Context: an optimization exercise on an open-source flow, tuned for small area. The choices shown serve that exercise and are no tape-out recipe.
In this exercise RTL edits were held to simulation tests only and were not proved equivalent to the original.
The clock input has no modelled driver; a real chip could not lean on it and would need a root buffer or a full tree.
Power and IR drop assume default switching activity.

## top
module top(
     input wire clk, reset,
     input wire start, si,
     output reg [3:0] an,
     output reg [7:0] sseg
    );
Size in the first run: ~340 cells after synthesis.
clock: 10.0 ns
lec_check: 0
cap_margin: 20
core_margin: 2
core_utilization: 40
slew_margin: 20
standard.sh (not shown) runs the stock make flow with config.mk's settings and CLKGATE_MAP_FILE= SYNTH_SCRIPT=/design/flow/synth_recipe.tcl, a recipe that flattens the netlist after the stock synthesis.
==> flow/flow/run.sh <==
#!/bin/bash
# Own flow: the standard synthesis, then the combinational logic is mapped
# again by ABC for area (flip-flops kept as they are, same names and cells),
# then the standard layout with small port buffers and a lighter clock tree.
set -euo pipefail
W=$(pwd)
R=$W/orfs/results/$FLOW_PLATFORM/top/base
bash standard.sh synth > $W/flow_synth.log 2>&1
cp $R/1_2_yosys.v $W/std_synth.v
export REMAP_LIB=$FLOW_HOME/platforms/$FLOW_PLATFORM/lib/sky130_fd_sc_hd__tt_025C_1v80.lib
export REMAP_IN=$W/std_synth.v
export REMAP_DONTUSE="$(grep -o 'sky130_fd_sc_hd__[a-z0-9_]*' $FLOW_HOME/platforms/$FLOW_PLATFORM/config.mk | sort -u | tr '\n' ' ')"
# several ABC scripts and seeds, four at a time; keep the smallest netlist
jobs="$(for s in 1 2 3 4 5 6 7 8 9 10; do echo amap:$s dc2:$s; done)"
n=0
for j in $jobs; do
  k=${j%%:*}; s=${j##*:}; tag=${k}_$s
  sed "s/@SEED@/$s/" $W/flow/area_$k.abc.in > $W/area_$tag.abc
  REMAP_ABC=$W/area_$tag.abc REMAP_OUT=$W/remap_$tag.v \
    yosys -c $W/flow/remap.tcl > $W/flow_remap_$tag.log 2>&1 &
  n=$((n + 1))
  if (( n % 4 == 0 )); then wait; fi
done
wait
best=""; besta=""
for j in $jobs; do
  tag=${j%%:*}_${j##*:}
  a=$(grep 'Chip area for top module' $W/flow_remap_$tag.log | tail -1 | awk '{print $NF}' || true)
  [[ -n "$a" && -s $W/remap_$tag.v ]] || continue
  if [[ -z "$best" ]] || awk -v a="$a" -v b="$besta" 'BEGIN{exit !(a<b)}'; then best=$tag; besta=$a; fi
done
echo "remap: $best, area $besta" > $W/flow_remap_choice.log
cp $W/remap_$best.v $R/1_2_yosys.v
bash standard.sh \
  "BUFFER_PORTS_ARGS=-buffer_cell sky130_fd_sc_hd__buf_1" \
  "CTS_ARGS=$(cat $W/flow/cts_args.txt)" \
  "POST_CTS_TCL=$W/flow/post_cts.tcl" \
  finish > $W/flow_finish.log 2>&1
==> flow/flow/area_dc2.abc.in <==
strash
dc2
&get -n
&deepsyn -T 30 -S @SEED@
&put
dch -f
amap
topo
Other scripts of this flow, unchanged in this note and not shown: flow/flow/area_amap.abc.in, flow/flow/cts_args.txt, flow/flow/post_cts.tcl, flow/flow/remap.tcl
Change:
--- a/flow/flow/run.sh
+++ b/flow/flow/run.sh
@@ -11,6 +11,6 @@
 export REMAP_IN=$W/std_synth.v
 export REMAP_DONTUSE="$(grep -o 'sky130_fd_sc_hd__[a-z0-9_]*' $FLOW_HOME/platforms/$FLOW_PLATFORM/config.mk | sort -u | tr '\n' ' ')"
-# several ABC scripts and seeds, four at a time; keep the smallest netlist
-jobs="$(for s in 1 2 3 4 5 6 7 8 9 10; do echo amap:$s dc2:$s; done)"
+# several ABC scripts and seeds, four at a time; keep the smallest result
+jobs="amap:1 amap:2 amap:3 amap:4 nf:1 nf:2 nf:3 nf:4"
 n=0
 for j in $jobs; do
==> flow/flow/area_nf.abc.in (new file) <==
strash
&get -n
&deepsyn -T 30 -S @SEED@
&dch -f
&nf -R 1000 -a
&put
topo
removed: flow/flow/area_dc2.abc.in
- die area rises by 0.67%
- global-route usage falls by 0.70 points
- cell count increases by 1.1%
- core utilization stays flat
- total power goes up by 7.4%
- routed wire length goes down by 3.8%
- worst hold slack loses 13 ps
No run of this note takes its clock network from TritonCTS; it comes from the design's own scripts or RTL.

========
Setup of main:
Starting RTL as in the previous note.
==> flow/design.v (excerpt) <==
module top(
     input wire clk, reset,
     input wire start, si,
     output reg [3:0] an,
     output reg [7:0] sseg
    );
==> flow/config.mk <==
export PLATFORM = sky130hd
export DESIGN_NAME = top
export DESIGN_NICKNAME = top
export VERILOG_FILES = /design/flow/design.v
export SDC_FILE = /design/flow/constraint.sdc
export NUM_CORES = 4
export LEC_CHECK = 0
export CAP_MARGIN = 20
export CORE_MARGIN = 2
export CORE_UTILIZATION = 40
export SLEW_MARGIN = 20
==> flow/constraint.sdc <==
create_clock -name core_clock -period 10.0 [get_ports {clk}]
set_input_delay 2.0000 -clock core_clock [delete_from_list [all_inputs] [get_ports {clk}]]
set_output_delay 2.0000 -clock core_clock [all_outputs]
set_load 0.01 [all_outputs]
==> flow/flow/run.sh <==
#!/bin/bash
# Own flow: the standard synthesis, then the combinational logic is mapped
# again by ABC for area (flip-flops kept as they are, same names and cells),
# then the standard layout with small port buffers and a lighter clock tree.
set -euo pipefail
W=$(pwd)
R=$W/orfs/results/$FLOW_PLATFORM/top/base
bash standard.sh synth > $W/flow_synth.log 2>&1
cp $R/1_2_yosys.v $W/std_synth.v
export REMAP_LIB=$FLOW_HOME/platforms/$FLOW_PLATFORM/lib/sky130_fd_sc_hd__tt_025C_1v80.lib
export REMAP_IN=$W/std_synth.v
export REMAP_DONTUSE="$(grep -o 'sky130_fd_sc_hd__[a-z0-9_]*' $FLOW_HOME/platforms/$FLOW_PLATFORM/config.mk | sort -u | tr '\n' ' ')"
# several ABC scripts and seeds, four at a time; keep the smallest result
jobs="amap:1 amap:2 amap:3 amap:4 nf:1 nf:2 nf:3 nf:4"
n=0
for j in $jobs; do
  k=${j%%:*}; s=${j##*:}; tag=${k}_$s
  sed "s/@SEED@/$s/" $W/flow/area_$k.abc.in > $W/area_$tag.abc
  REMAP_ABC=$W/area_$tag.abc REMAP_OUT=$W/remap_$tag.v \
    yosys -c $W/flow/remap.tcl > $W/flow_remap_$tag.log 2>&1 &
  n=$((n + 1))
  if (( n % 4 == 0 )); then wait; fi
done
wait
best=""; besta=""
for j in $jobs; do
  tag=${j%%:*}_${j##*:}
  a=$(grep 'Chip area for top module' $W/flow_remap_$tag.log | tail -1 | awk '{print $NF}' || true)
  [[ -n "$a" && -s $W/remap_$tag.v ]] || continue
  if [[ -z "$best" ]] || awk -v a="$a" -v b="$besta" 'BEGIN{exit !(a<b)}'; then best=$tag; besta=$a; fi
done
echo "remap: $best, area $besta" > $W/flow_remap_choice.log
cp $W/remap_$best.v $R/1_2_yosys.v
bash standard.sh \
  "BUFFER_PORTS_ARGS=-buffer_cell sky130_fd_sc_hd__buf_1" \
  "CTS_ARGS=$(cat $W/flow/cts_args.txt)" \
  "POST_CTS_TCL=$W/flow/post_cts.tcl" \
  finish > $W/flow_finish.log 2>&1
==> flow/flow/area_amap.abc.in <==
strash
&get -n
&deepsyn -T 30 -S @SEED@
&put
dch -f
amap
topo
==> flow/flow/area_nf.abc.in <==
strash
&get -n
&deepsyn -T 30 -S @SEED@
&dch -f
&nf -R 1000 -a
&put
topo
==> flow/flow/remap.tcl <==
# Map the combinational cells of the standard synthesis again, for area.
yosys read_liberty -ignore_miss_func $::env(REMAP_LIB)
yosys read_verilog $::env(REMAP_IN)
yosys hierarchy -top top
set seq {}
foreach m [split [exec grep -o {sky130_fd_sc_hd__[a-z0-9_]*} $::env(REMAP_IN)] "\n"] {
  if {[regexp {__(s?df|s?edf|dlx|dlr|dlclk|sdlclk)} $m]} { lappend seq $m }
}
set seq [lsort -unique $seq]
foreach m $seq { yosys setattr -mod -set keep_hierarchy 1 $m }
yosys flatten
yosys delete t:\$scopeinfo
yosys opt_clean
set du {}
foreach c $::env(REMAP_DONTUSE) { lappend du -dont_use $c }
yosys abc -liberty $::env(REMAP_LIB) {*}$du -script $::env(REMAP_ABC)
yosys opt_clean -purge
yosys hilomap -singleton -hicell sky130_fd_sc_hd__conb_1 HI -locell sky130_fd_sc_hd__conb_1 LO
yosys setundef -zero
yosys splitnets
yosys opt_clean -purge
yosys rename -enumerate -pattern remap_% w:*:* w:*/*
yosys stat -liberty $::env(REMAP_LIB)
foreach m $seq { yosys blackbox $m }
yosys hierarchy -top top
yosys write_verilog -noattr -noexpr -nohex -nodec $::env(REMAP_OUT)
Other scripts of this flow, unchanged in this note and not shown: flow/flow/cts_args.txt, flow/flow/post_cts.tcl
#### Input delta (the feature branch over main)
==> flow/flow/run.sh <==
#!/bin/bash
# Own flow: the standard synthesis, then the combinational logic is mapped
# again by ABC for area (flip-flops kept as they are, same names and cells),
# then the standard layout with small port buffers and a lighter clock tree.
set -euo pipefail
W=$(pwd)
R=$W/orfs/results/$FLOW_PLATFORM/top/base
bash standard.sh synth > $W/flow_synth.log 2>&1
cp $R/1_2_yosys.v $W/std_synth.v
export REMAP_LIB=$FLOW_HOME/platforms/$FLOW_PLATFORM/lib/sky130_fd_sc_hd__tt_025C_1v80.lib
export REMAP_IN=$W/std_synth.v
export REMAP_DONTUSE="$(grep -o 'sky130_fd_sc_hd__[a-z0-9_]*' $FLOW_HOME/platforms/$FLOW_PLATFORM/config.mk | sort -u | tr '\n' ' ')"
# several ABC seeds in parallel; keep the smallest result
for s in 1 2 3 4; do
  sed "s/@SEED@/$s/" $W/flow/area.abc.in > $W/area_$s.abc
  REMAP_ABC=$W/area_$s.abc REMAP_OUT=$W/remap_$s.v \
    yosys -c $W/flow/remap.tcl > $W/flow_remap_$s.log 2>&1 &
done
wait
best=""; besta=""
for s in 1 2 3 4; do
  a=$(grep 'Chip area for top module' $W/flow_remap_$s.log | tail -1 | awk '{print $NF}')
  [[ -n "$a" && -s $W/remap_$s.v ]] || continue
  if [[ -z "$best" ]] || awk -v a="$a" -v b="$besta" 'BEGIN{exit !(a<b)}'; then best=$s; besta=$a; fi
done
echo "remap: seed $best, area $besta" > $W/flow_remap_choice.log
cp $W/remap_$best.v $R/1_2_yosys.v
bash standard.sh \
  "BUFFER_PORTS_ARGS=-buffer_cell sky130_fd_sc_hd__buf_1" \
  "CTS_ARGS=$(cat $W/flow/cts_args.txt)" \
  "POST_CTS_TCL=$W/flow/post_cts.tcl" \
  finish > $W/flow_finish.log 2>&1
==> flow/flow/area.abc.in (new file) <==
strash
&get -n
&deepsyn -T 30 -S @SEED@
&put
dch -f
amap
topo
removed: flow/flow/area_amap.abc.in
removed: flow/flow/area_nf.abc.in
--- outcome ---
The feature branch went all the way through synthesis, placement and routing and the layout is clean on timing, DRC and antenna. Per the comparison of the feature branch with main, switching share of power about even; worst hold slack about even; worst ir drop on vdd about even; final routed DRC violation total about even; maximum clock rate about even. From the feature branch to main, met1 wire length did not move at all. [compare] base=main new=the feature branch: overall power now sits at about the same level; sequential cell area share roughly the same.

separate check: timing with driven ports:
The results above use ideal ports. As a check the final layouts listed here were re-extracted and re-timed, cells and wires unchanged. Step 1: set_driving_cell puts a clkbuf_16 on clk and a buf_2 on each other input, an assumption about the parent block. Step 2 adds t to the input delays and takes it off the output delays; t is the mean of the earliest and latest rising clock arrival at the registers after step 1. Input paths then give back, and output paths get back, about the clock's delay inside the block. a / b / c = no drivers / after step 1 / after step 2; a / b = the first two.
run	t, ns	setup slack, ns	worst setup path after step 2	pins driven straight from the clock port
the first run of note 1	0.217	5.231 / 5.171 / 5.389	register to output	4
the second run of note 1	0.213	5.321 / 5.266 / 5.479	register to output	4
main	0.419	5.088 / 5.063 / 5.482	register to output	1
the feature branch	0.419	5.088 / 5.063 / 5.482	register to output	1
After both steps setup and hold are still met in every run listed.
